What follows belongs to an exercise in optimizing a design on an open flow for small area; a production flow would make more cautious choices.
In this exercise RTL edits were held to simulation tests only and were not proved equivalent to the original.
The flow treats the clock pin as an ideal source, which a real chip does not have.
Power and IR drop assume default switching activity.

==> inputs of trial 26 <==
Design fir_filter, start of the top module:
module fir_filter(
    input              clk,
    input              n_rst,
    input  signed [7:0] din,
    output reg signed [7:0] dout
);
reg [7:0] d0;
reg [7:0] d1;
reg [7:0] d2;
reg [7:0] d3;
reg [7:0] d4;
reg [7:0] d5;
reg [7:0] d6;
reg [7:0] d7;
reg [7:0] d8;
reg [7:0] d9;
reg [7:0] d10;
reg [7:0] d11;
reg [7:0] d12;
reg [7:0] d13;
reg [16:0] m;
  ...
export LEC_CHECK = 0
export CAP_MARGIN = 20
export CORE_MARGIN = 2
export CORE_UTILIZATION = 70
export SLEW_MARGIN = 20
create_clock -name core_clock -period 6.0 [get_ports {clk}]
standard.sh (not shown) runs the stock make flow with config.mk's settings and CLKGATE_MAP_FILE= SYNTH_SCRIPT=/design/flow/synth_recipe.tcl, a recipe that flattens the netlist after the stock synthesis.
==> flow/flow/run.sh <==
#!/bin/bash
# Own layout flow: the standard synthesis (unchanged) fixes the registers;
# its combinational logic is then replaced by the equivalent hand-built
# full-adder netlist from gen4.py, and the standard ORFS flow lays it out.
set -uo pipefail
HERE=$(pwd)
RES=$HERE/orfs/results/$FLOW_PLATFORM/fir_filter/base
bash standard.sh synth > synth_std.log 2>&1 || { echo "standard synthesis failed"; exit 1; }
cp $RES/1_2_yosys.v std_synth.v
python3 flow/gen4.py flow/spec.json gen_rtl.v own_net.v > gen.log 2>&1
if python3 flow/inject.py std_synth.v own_net.v injected.v > inject.log 2>&1; then
  cp injected.v $RES/1_2_yosys.v
  rm -f $RES/1_synth.odb $RES/1_synth.sdc
  bash standard.sh synth > synth_odb.log 2>&1 || { echo "odb from injected netlist failed"; exit 1; }
else
  echo "register mismatch, keeping the standard netlist" | tee -a inject.log
fi
# clock tree: no dummy balancing loads, small clock buffers
export CTS_ARGS="-sink_clustering_enable -repair_clock_nets -dont_use_dummy_load -root_buf sky130_fd_sc_hd__clkbuf_8 -buf_list sky130_fd_sc_hd__clkbuf_4"
# port buffers: the smallest buffer cell
export BUFFER_PORTS_ARGS="-buffer_cell sky130_fd_sc_hd__buf_1"
export POST_CTS_TCL=$HERE/flow/post_cts.tcl
bash standard.sh > layout.log 2>&1
==> flow/flow/post_cts.tcl <==
# After CTS: clock buffers (clkbuf_4) that drive many flip-flops are
# upsized to clkbuf_8 so that every flip-flop clock pin keeps a clean slew.
set upsized 0
foreach inst [get_cells -filter "ref_name == sky130_fd_sc_hd__clkbuf_4"] {
  set out [get_pins -of_objects $inst -filter "direction == output"]
  set net [get_nets -of_objects $out]
  if { $net == "" } { continue }
  set sinks [llength [get_pins -of_objects $net -filter "direction == input"]]
  if { $sinks >= 10 } {
    replace_cell $inst sky130_fd_sc_hd__clkbuf_8
    incr upsized
  }
}
puts "post_cts: upsized $upsized clock buffers"
if { $upsized > 0 } {
  detailed_placement
  check_placement -verbose
  estimate_parasitics -placement
}
Other scripts of this flow, unchanged in this note and not shown: flow/flow/gen4.py, flow/flow/inject.py, flow/flow/spec.json
==> trial 76: changes against trial 26 <==
--- a/flow/flow/run.sh
+++ b/flow/flow/run.sh
@@ -17,7 +17,5 @@
 fi
 # clock tree: no dummy balancing loads, small clock buffers
 export CTS_ARGS="-sink_clustering_enable -repair_clock_nets -dont_use_dummy_load -root_buf sky130_fd_sc_hd__clkbuf_8 -buf_list sky130_fd_sc_hd__clkbuf_4"
-# port buffers: the smallest buffer cell
-export BUFFER_PORTS_ARGS="-buffer_cell sky130_fd_sc_hd__buf_1"
 export POST_CTS_TCL=$HERE/flow/post_cts.tcl
 bash standard.sh > layout.log 2>&1
--- a/flow/flow/post_cts.tcl
+++ b/flow/flow/post_cts.tcl
@@ -6,7 +6,7 @@
   set net [get_nets -of_objects $out]
   if { $net == "" } { continue }
   set sinks [llength [get_pins -of_objects $net -filter "direction == input"]]
-  if { $sinks >= 10 } {
+  if { $sinks >= 11 } {
     replace_cell $inst sky130_fd_sc_hd__clkbuf_8
     incr upsized
   }
==> comparison table <==
                                                           trial 76      trial 26
Outcome                            no timing/DRC/antenna violations  no timing/DRC/antenna violations
Utilization of the core after routing                        77.90%        77.09%
Wire length of the first global-routing pass               17380 um      17370 um
Average detailed-routed wire length per instance           20.26 um      20.07 um
Iteration-0 DRC count of the detailed router                     68           119
Layout non-clock buf frac                                    2.993%        1.678%
Fraction of power consumed by sequential logic                27.5%         27.4%
Via density per instance                                      5.245         5.329
Clock Network Area Fraction                                  2.111%        2.395%
HPWL after detailed placement                               8922 um       8834 um
Arrival @ worst endpoint                                    6.08 ns       6.06 ns
Power spent charging and discharging nets                  1.695 mW      1.713 mW
Number of non-clock buffers in the layout                        23            24
Setup Slack @ Placement                                   0.1545 ns     0.1321 ns
Seq area share                                               47.68%        48.18%
Worst setup startpoint                                        d4[0]         d9[0]
Clock power frac                                               9.7%         10.4%
Combinational gate power                                    2.76 mW       2.73 mW
Worst r2r path cells                                             13            12
Final clock period utilization by the worst path             96.98%        96.44%
Routed wl met2                                              5075 um       4978 um
Power of the clock network                                 0.426 mW      0.456 mW
Minimum period implied by the final worst setup slack      5.819 ns      5.786 ns
Placed standard-cell area                              0.007077 mm2  0.006980 mm2
Setup slack on the worst flop-to-flop path                  0.18 ns       0.21 ns

========
==> inputs of run a <==
Starting RTL as in the previous note.
Design fir_filter, start of the top module:
module fir_filter(
    input              clk,
    input              n_rst,
    input  signed [7:0] din,
    output reg signed [7:0] dout
);
export LEC_CHECK = 0
export CAP_MARGIN = 20
export CORE_MARGIN = 2
export CORE_UTILIZATION = 70
export SLEW_MARGIN = 20
create_clock -name core_clock -period 6.0 [get_ports {clk}]
==> flow/flow/run.sh <==
#!/bin/bash
# Own layout flow: the standard synthesis (unchanged) fixes the registers;
# its combinational logic is then replaced by the equivalent hand-built
# full-adder netlist from gen4.py, and the standard ORFS flow lays it out.
set -uo pipefail
HERE=$(pwd)
RES=$HERE/orfs/results/$FLOW_PLATFORM/fir_filter/base
bash standard.sh synth > synth_std.log 2>&1 || { echo "standard synthesis failed"; exit 1; }
cp $RES/1_2_yosys.v std_synth.v
python3 flow/gen4.py flow/spec.json gen_rtl.v own_net.v > gen.log 2>&1
if python3 flow/inject.py std_synth.v own_net.v injected.v > inject.log 2>&1; then
  cp injected.v $RES/1_2_yosys.v
  rm -f $RES/1_synth.odb $RES/1_synth.sdc
  bash standard.sh synth > synth_odb.log 2>&1 || { echo "odb from injected netlist failed"; exit 1; }
else
  echo "register mismatch, keeping the standard netlist" | tee -a inject.log
fi
# clock tree: no dummy balancing loads, small clock buffers
export CTS_ARGS="-sink_clustering_enable -repair_clock_nets -dont_use_dummy_load -root_buf sky130_fd_sc_hd__clkbuf_8 -buf_list sky130_fd_sc_hd__clkbuf_4"
# port buffers: the smallest buffer cell
export BUFFER_PORTS_ARGS="-buffer_cell sky130_fd_sc_hd__buf_1"
export POST_CTS_TCL=$HERE/flow/post_cts.tcl
bash standard.sh > layout.log 2>&1
==> flow/flow/post_cts.tcl <==
# After CTS: clock buffers (clkbuf_4) that drive many flip-flops are
# upsized to clkbuf_8 so that every flip-flop clock pin keeps a clean slew.
set upsized 0
foreach inst [get_cells -filter "ref_name == sky130_fd_sc_hd__clkbuf_4"] {
  set out [get_pins -of_objects $inst -filter "direction == output"]
  set net [get_nets -of_objects $out]
  if { $net == "" } { continue }
  set sinks [llength [get_pins -of_objects $net -filter "direction == input"]]
  if { $sinks >= 11 } {
    replace_cell $inst sky130_fd_sc_hd__clkbuf_8
    incr upsized
  }
}
puts "post_cts: upsized $upsized clock buffers"
if { $upsized > 0 } {
  detailed_placement
  check_placement -verbose
  estimate_parasitics -placement
}
Other scripts of this flow, unchanged in this note and not shown: flow/flow/gen4.py, flow/flow/inject.py, flow/flow/spec.json
==> inputs of run b, as changes to run a <==
--- a/flow/flow/run.sh
+++ b/flow/flow/run.sh
@@ -18,6 +18,4 @@
 # clock tree: no dummy balancing loads, small clock buffers
 export CTS_ARGS="-sink_clustering_enable -repair_clock_nets -dont_use_dummy_load -root_buf sky130_fd_sc_hd__clkbuf_8 -buf_list sky130_fd_sc_hd__clkbuf_4"
-# port buffers: the smallest buffer cell
-export BUFFER_PORTS_ARGS="-buffer_cell sky130_fd_sc_hd__buf_1"
 export POST_CTS_TCL=$HERE/flow/post_cts.tcl
 bash standard.sh > layout.log 2>&1
--- a/flow/flow/post_cts.tcl
+++ b/flow/flow/post_cts.tcl
@@ -7,5 +7,5 @@
   if { $net == "" } { continue }
   set sinks [llength [get_pins -of_objects $net -filter "direction == input"]]
-  if { $sinks >= 11 } {
+  if { $sinks >= 10 } {
     replace_cell $inst sky130_fd_sc_hd__clkbuf_8
     incr upsized
==> impl_metrics.tcl <==
set metrics [dict create \
    status "finished clean" \
    grt_use_met3_pct 6.84 \
    finalWorstSetupSlack_ns 0.180 \
    max_stage_delay_ns 0.52 \
    wl_met2_um 5120 \
    via_per_inst 5.30 \
]
That was run b.
==> impl_metrics.tcl <==
set metrics [dict create \
    via_per_inst 5.32 \
    status "finished clean" \
    finalWorstSetupSlack_ns 0.209 \
    wl_met2_um 4960 \
]
That was run a.

## static timing again, ports no longer ideal
The flow's constraints put no driver on any port. The routed layouts listed below were extracted and timed again, unchanged, in two steps. Step 1 sets driving cells, clkbuf_16 on the clock port and buf_2 on the other inputs (assumed; they add their load-dependent delay and slew). Step 2 adds t to the input delays and takes it off the output delays; t is the mean of the earliest and latest rising clock arrival at the registers after step 1. Input paths then give back, and output paths get back, about the clock's delay inside the block. Three values: ideal, step 1, step 2; two values: the first two.
run	t (ns)	setup slack, ns	worst hold slack (ns)	worst register clock-pin slew, ns	cell pins on the clock port's net
trial 26	0.436	0.214 / 0.214 / 0.214	0.328 / 0.328 / 0.328	0.09 / 0.09	1
trial 76	0.429	0.181 / 0.181 / 0.181	0.353 / 0.353 / 0.353	0.10 / 0.10	1
run a	0.433	0.209 / 0.209 / 0.209	0.321 / 0.321 / 0.321	0.11 / 0.11	1
run b	0.434	0.180 / 0.180 / 0.180	0.349 / 0.349 / 0.349	0.10 / 0.10	1
After both steps every run listed still meets setup and hold.
